Context: an optimization exercise on an open-source flow, tuned for small area and a short achievable clock period. The choices shown serve that exercise and are no tape-out recipe.
Only simulation tests tie the RTL to the original design; equivalence was not proved.
No driver is modelled on the clock port, so clock power and skew are understated where the tree is cut down; a real chip needs a root buffer or a tree.
Power is estimated from default activity; no workload was simulated.

P:
==> flow/design.v <==
module CPU (clk, input_8bit, output_8bit, cmd_addr, cmd_8bit, rst);
  input  wire       clk;
  input  wire       rst;
  input  wire [7:0] input_8bit;
  input  wire [7:0] cmd_8bit;
  output wire [7:0] output_8bit;
  output reg  [7:0] cmd_addr;
  reg [7:0] r0, r1, r2, r3, r4, r5;
  reg       j;
  reg       b1, b2;
  wire [1:0] op = cmd_8bit[7:6];
  wire [2:0] s  = cmd_8bit[5:3];
  wire [2:0] d  = cmd_8bit[2:0];
  wire is_imm = (op == 2'b00);
  wire is_cal = (op == 2'b01);
  wire is_cpy = (op == 2'b10);
  wire is_cnd = (op == 2'b11);
  wire [6:0] q;
  genvar k;
  generate
    for (k = 0; k < 7; k = k + 1) begin : dec
      assign q[k] = (s == k);
    end
  endgenerate
  wire out_en_n;
  OVT_NEN uen (.op(op), .rst(rst), .d(d), .y(out_en_n));
  wire [7:0] bus;
  genvar i;
  generate
    for (i = 0; i < 8; i = i + 1) begin : src
      wire x01, x23, x45;
      wire x6 = ~(q[6] & input_8bit[i]);
      OVT_AOI22 u01 (.a(q[0]), .b(r0[i]), .c(q[1]), .d(r1[i]), .y(x01));
      OVT_AOI22 u23 (.a(q[2]), .b(r2[i]), .c(q[3]), .d(r3[i]), .y(x23));
      OVT_AOI22 u45 (.a(q[4]), .b(r4[i]), .c(q[5]), .d(r5[i]), .y(x45));
      OVT_NAND4 ub  (.a(x01), .b(x23), .c(x45), .d(x6), .y(bus[i]));
      OVT_AOI41 uo  (.a(x01), .b(x23), .c(x45), .d(x6), .e(out_en_n), .y(output_8bit[i]));
    end
  endgenerate
  wire [7:0] b   = r2 ^ {8{d[0]}};
  wire [7:0] sum = r1 + b + {7'd0, d[0]};
  wire [7:0] g   = r1 & r2;
  wire [7:0] o   = r1 | r2;
  wire [7:0] lg  = (d[0] ? g : o) ^ {8{d[0] ^ d[1]}};
  wire [7:0] alu = d[2] ? (d[1] ? 8'd0 : sum) : lg;
  wire z = (r3 == 8'd0);
  wire n = r3[7];
  wire t = d[2] ^ (d[0] & z | d[1] & n);
  wire jump = is_cnd & t;
  wire [7:0] r0_in = {8{~rst}} & (is_imm ? cmd_8bit : bus);
  wire [7:0] r3_in = {8{~rst}} & (is_cal ? alu : bus);
  wire [7:0] rx_in = {8{~rst}} & bus;
  wire we0 = rst | is_imm | (is_cpy & d == 3'd0);
  wire we1 = rst | (is_cpy & d == 3'd1);
  wire we2 = rst | (is_cpy & d == 3'd2);
  wire we3 = rst | is_cal | (is_cpy & d == 3'd3);
  wire we4 = rst | (is_cpy & d == 3'd4);
  wire we5 = rst | (is_cpy & d == 3'd5);
  always @(posedge clk) begin
    if (we0) r0 <= r0_in;
    if (we1) r1 <= rx_in;
    if (we2) r2 <= rx_in;
    if (we3) r3 <= r3_in;
    if (we4) r4 <= rx_in;
    if (we5) r5 <= rx_in;
  end
  wire [7:0] f = j ? r0 : cmd_addr + {7'd0, ~(b1 | b2)};
  always @(posedge clk) begin
    if (rst) begin
      cmd_addr <= 8'd0;
      j        <= 1'b0;
      b1       <= 1'b1;
      b2       <= 1'b0;
    end else begin
      cmd_addr <= f;
      j        <= jump;
      b1       <= 1'b0;
      b2       <= b1;
    end
  end
endmodule
module OVT_AOI22 (a, b, c, d, y);
  input  wire a, b, c, d;
  output wire y;
  assign y = ~(a & b | c & d);
endmodule
module OVT_NAND4 (a, b, c, d, y);
  input  wire a, b, c, d;
  output wire y;
  assign y = ~(a & b & c & d);
endmodule
module OVT_AOI41 (a, b, c, d, e, y);
  input  wire a, b, c, d, e;
  output wire y;
  assign y = ~(a & b & c & d | e);
endmodule
module OVT_NEN (op, rst, d, y);
  input  wire [1:0] op;
  input  wire       rst;
  input  wire [2:0] d;
  output wire       y;
  assign y = ~(op[1] & ~op[0] & ~rst & d[2] & d[1] & ~d[0]);
endmodule
export LEC_CHECK = 0
export CAP_MARGIN = 20
export CORE_MARGIN = 2
export CORE_UTILIZATION = 40
export SETUP_SLACK_MARGIN = 2.5
export SLEW_MARGIN = 20
create_clock -name core_clock -period 6.0 [get_ports {clk}]
standard.sh (not shown) runs the stock make flow with config.mk's settings and CLKGATE_MAP_FILE= SYNTH_SCRIPT=/design/flow/synth_recipe.tcl, a recipe that flattens the netlist after the stock synthesis.
==> flow/flow/run.sh <==
#!/bin/bash
# Own layout flow: the standard ORFS flow (standard.sh), with these changes:
#  - synthesis is the standard flow's synthesis script unchanged except for the abc script
#    (flow/abc.script, an area-oriented mapping) and any extra abc options
#    in flow/abc_args (cells abc may not use); registers are mapped by the
#    same dfflibmap step before abc, so their names and cells are unchanged;
#  - extra ORFS make variables, one per line, from flow/make_args
#    (port buffer cell, clock tree options, kept modules); @W@ in a line
#    stands for the work folder.
# Every tool's output goes to flow.log in the work folder, and ORFS writes its
# own per-step logs under orfs/logs.
set -euo pipefail
W=$(pwd)
extra=""
[[ -f "$W/flow/abc_args" ]] && extra=$(tr '\n' ' ' < "$W/flow/abc_args")
sed 's#log_cmd abc {\*}\$abc_args#log_cmd abc -script '"$W"'/flow/abc.script {*}[lrange $abc_args 2 end] '"$extra"'#' \
  "$FLOW_HOME/scripts/synth.tcl" > "$W/my_synth.tcl"
grep -q 'flow/abc.script' "$W/my_synth.tcl"
sed "s#source \$::env(SCRIPTS_DIR)/synth.tcl#source $W/my_synth.tcl#" "$W/synth_recipe.tcl" > "$W/my_synth_recipe.tcl"
grep -q 'my_synth.tcl' "$W/my_synth_recipe.tcl"
sed "s#SYNTH_SCRIPT=[^ ]*#SYNTH_SCRIPT=$W/my_synth_recipe.tcl#" "$W/standard.sh" > "$W/my_standard.sh"
grep -q 'my_synth_recipe.tcl' "$W/my_standard.sh"
args=()
if [[ -f "$W/flow/make_args" ]]; then
  while IFS= read -r line; do
    [[ -n "$line" && "$line" != \#* ]] && args+=("${line//@W@/$W}")
  done < "$W/flow/make_args"
fi
bash "$W/my_standard.sh" "${args[@]}" finish > "$W/flow.log" 2>&1
Other scripts of this flow, unchanged in this note and not shown: flow/flow/abc.script, flow/flow/make_args, flow/flow/pre_cts.tcl
P completed; timing, DRC and antenna clean
For Q, these inputs were changed with respect to P:
--- a/flow/config.mk
+++ b/flow/config.mk
@@ -9,4 +9,4 @@
 export CORE_MARGIN = 2
 export CORE_UTILIZATION = 40
-export SETUP_SLACK_MARGIN = 2.5
+export SETUP_SLACK_MARGIN = 2.4
 export SLEW_MARGIN = 20
Findings:
Total number of nets in the final design shrinks slightly when moving from P to Q.
Q vs P on measured slew at the worst slew-check pin: Q is the lower one.
Q vs. P: worst slack at placement held, cell area went down about 4%, global-route wire length before repair went down 0.30%.
Looking at fmax, Q sits about 1.6% below P.
Overall power of the completed layout went down slightly going from P to Q.
Modified inputs, R compared to Q
--- a/flow/flow/run.sh
+++ b/flow/flow/run.sh
@@ -8,5 +8,7 @@
 #    (port buffer cell, clock tree options, kept modules); @W@ in a line
 #    stands for the work folder.
-# Every tool's output goes to flow.log in the work folder, and ORFS writes its
+#  - optionally (flow/late_margin) a different setup slack margin for the
+#    steps after clock tree synthesis.
+# Every tool's output goes to flow.log (and flow_finish.log) in the work folder, and ORFS writes its
 # own per-step logs under orfs/logs.
 set -euo pipefail
@@ -27,3 +29,10 @@
   done < "$W/flow/make_args"
 fi
-bash "$W/my_standard.sh" "${args[@]}" finish > "$W/flow.log" 2>&1
+if [[ -f "$W/flow/late_margin" ]]; then
+  # up to clock tree synthesis with config.mk's SETUP_SLACK_MARGIN, the rest
+  # (global route's repair) with the margin in flow/late_margin
+  bash "$W/my_standard.sh" "${args[@]}" cts > "$W/flow.log" 2>&1
+  bash "$W/my_standard.sh" "${args[@]}" "SETUP_SLACK_MARGIN=$(tr -d ' \n' < "$W/flow/late_margin")" finish > "$W/flow_finish.log" 2>&1
+else
+  bash "$W/my_standard.sh" "${args[@]}" finish > "$W/flow.log" 2>&1
+fi
--- a/flow/config.mk
+++ b/flow/config.mk
@@ -9,4 +9,4 @@
 export CORE_MARGIN = 2
 export CORE_UTILIZATION = 40
-export SETUP_SLACK_MARGIN = 2.4
+export SETUP_SLACK_MARGIN = 2.3
 export SLEW_MARGIN = 20
### Flow results
Relative to Q, fraction of power consumed by combinational cells decreased by 0.5 points in R. R vs. Q: clock power share comparable; power density of the placed cells increased 0.65%; final worst hold slack ~0 delta; period utilization shows an increase of 0.24 points. Changes observed in R relative to Q: global-route total usage across every layer stayed essentially flat, worst-case headroom to the max-slew limit went down by 0.41 points.
The following lists how S was set up differently from R:
==> flow/flow/late_margin (new file) <==
2.2
--- a/flow/config.mk
+++ b/flow/config.mk
@@ -9,4 +9,4 @@
 export CORE_MARGIN = 2
 export CORE_UTILIZATION = 40
-export SETUP_SLACK_MARGIN = 2.3
+export SETUP_SLACK_MARGIN = 2.6
 export SLEW_MARGIN = 20
## What came out
S was carried through to the last stage, and its layout satisfied the timing, DRC and antenna checks. Compared with R, S improves shortest period the worst path allows. Routed wire in S totals more than in R. S reports a lower fill cell instance count of the final layout than R does. Logic gate share of total power in S vs R: up 1.1 points. Per the comparison of S with R, worst hold margin about even, power rose 13 uW, transition time at the pin with the least slew margin about even.
Changes in T relative to S:
==> flow/flow/late_margin <==
2.1
--- a/flow/config.mk
+++ b/flow/config.mk
@@ -9,4 +9,4 @@
 export CORE_MARGIN = 2
 export CORE_UTILIZATION = 40
-export SETUP_SLACK_MARGIN = 2.6
+export SETUP_SLACK_MARGIN = 2.4
 export SLEW_MARGIN = 20
==> comparison <==
Compared with S, in T total power after layout went down; core utilization went down; routed length per placed instance did not really move.
The total power divided by cell area reported for T is greater than that of S by 3.0%.
Summary of the comparison: combinational fraction of design power is lower in T, relative to S.
Measured against each other, S and T differ in time the final worst path needs with I/O delays and setup, the lower figure coming from S.
Number of global-route vias before repair on T is down relative to S.
Power attributed to the clock group: S vs T — no meaningful difference
T vs. S: post-synth design cell area saw little to no change; worst setup slack saw a decrease.
No run of this note takes its clock network from TritonCTS; it comes from the design's own scripts or RTL.

re-timing with driven ports:
Ports are ideal in the flow. The routed layouts listed here were re-timed in OpenROAD.
Step 1: set_driving_cell puts a clkbuf_16 on clk and a buf_2 on each other input, an assumption about the parent block.
Step 2 times the ports against the registers' clock, not the clock port: input delays grow and output delays shrink by t, the midpoint of the rising clock arrivals with the driver on.
Three values: ideal, step 1, step 2; two values: the first two.
run	t, ns	setup slack, ns	worst setup path after step 2	worst data-port slew with drivers (ns)	pins driven straight from the clock port
P	0.218	2.525 / 2.496 / 2.496	input to output	0.04	4
Q	0.218	2.467 / 2.443 / 2.443	input to output	0.04	4
R	0.216	2.453 / 2.430 / 2.359	input to register	0.04	4
S	0.218	2.480 / 2.451 / 2.451	input to output	0.04	4
T	0.217	2.418 / 2.392 / 2.392	input to output	0.04	4
After both steps every run listed still meets setup and hold. The setup slack of R, which loses most, moves by -0.023 ns with the drivers and by -0.094 ns with both steps.
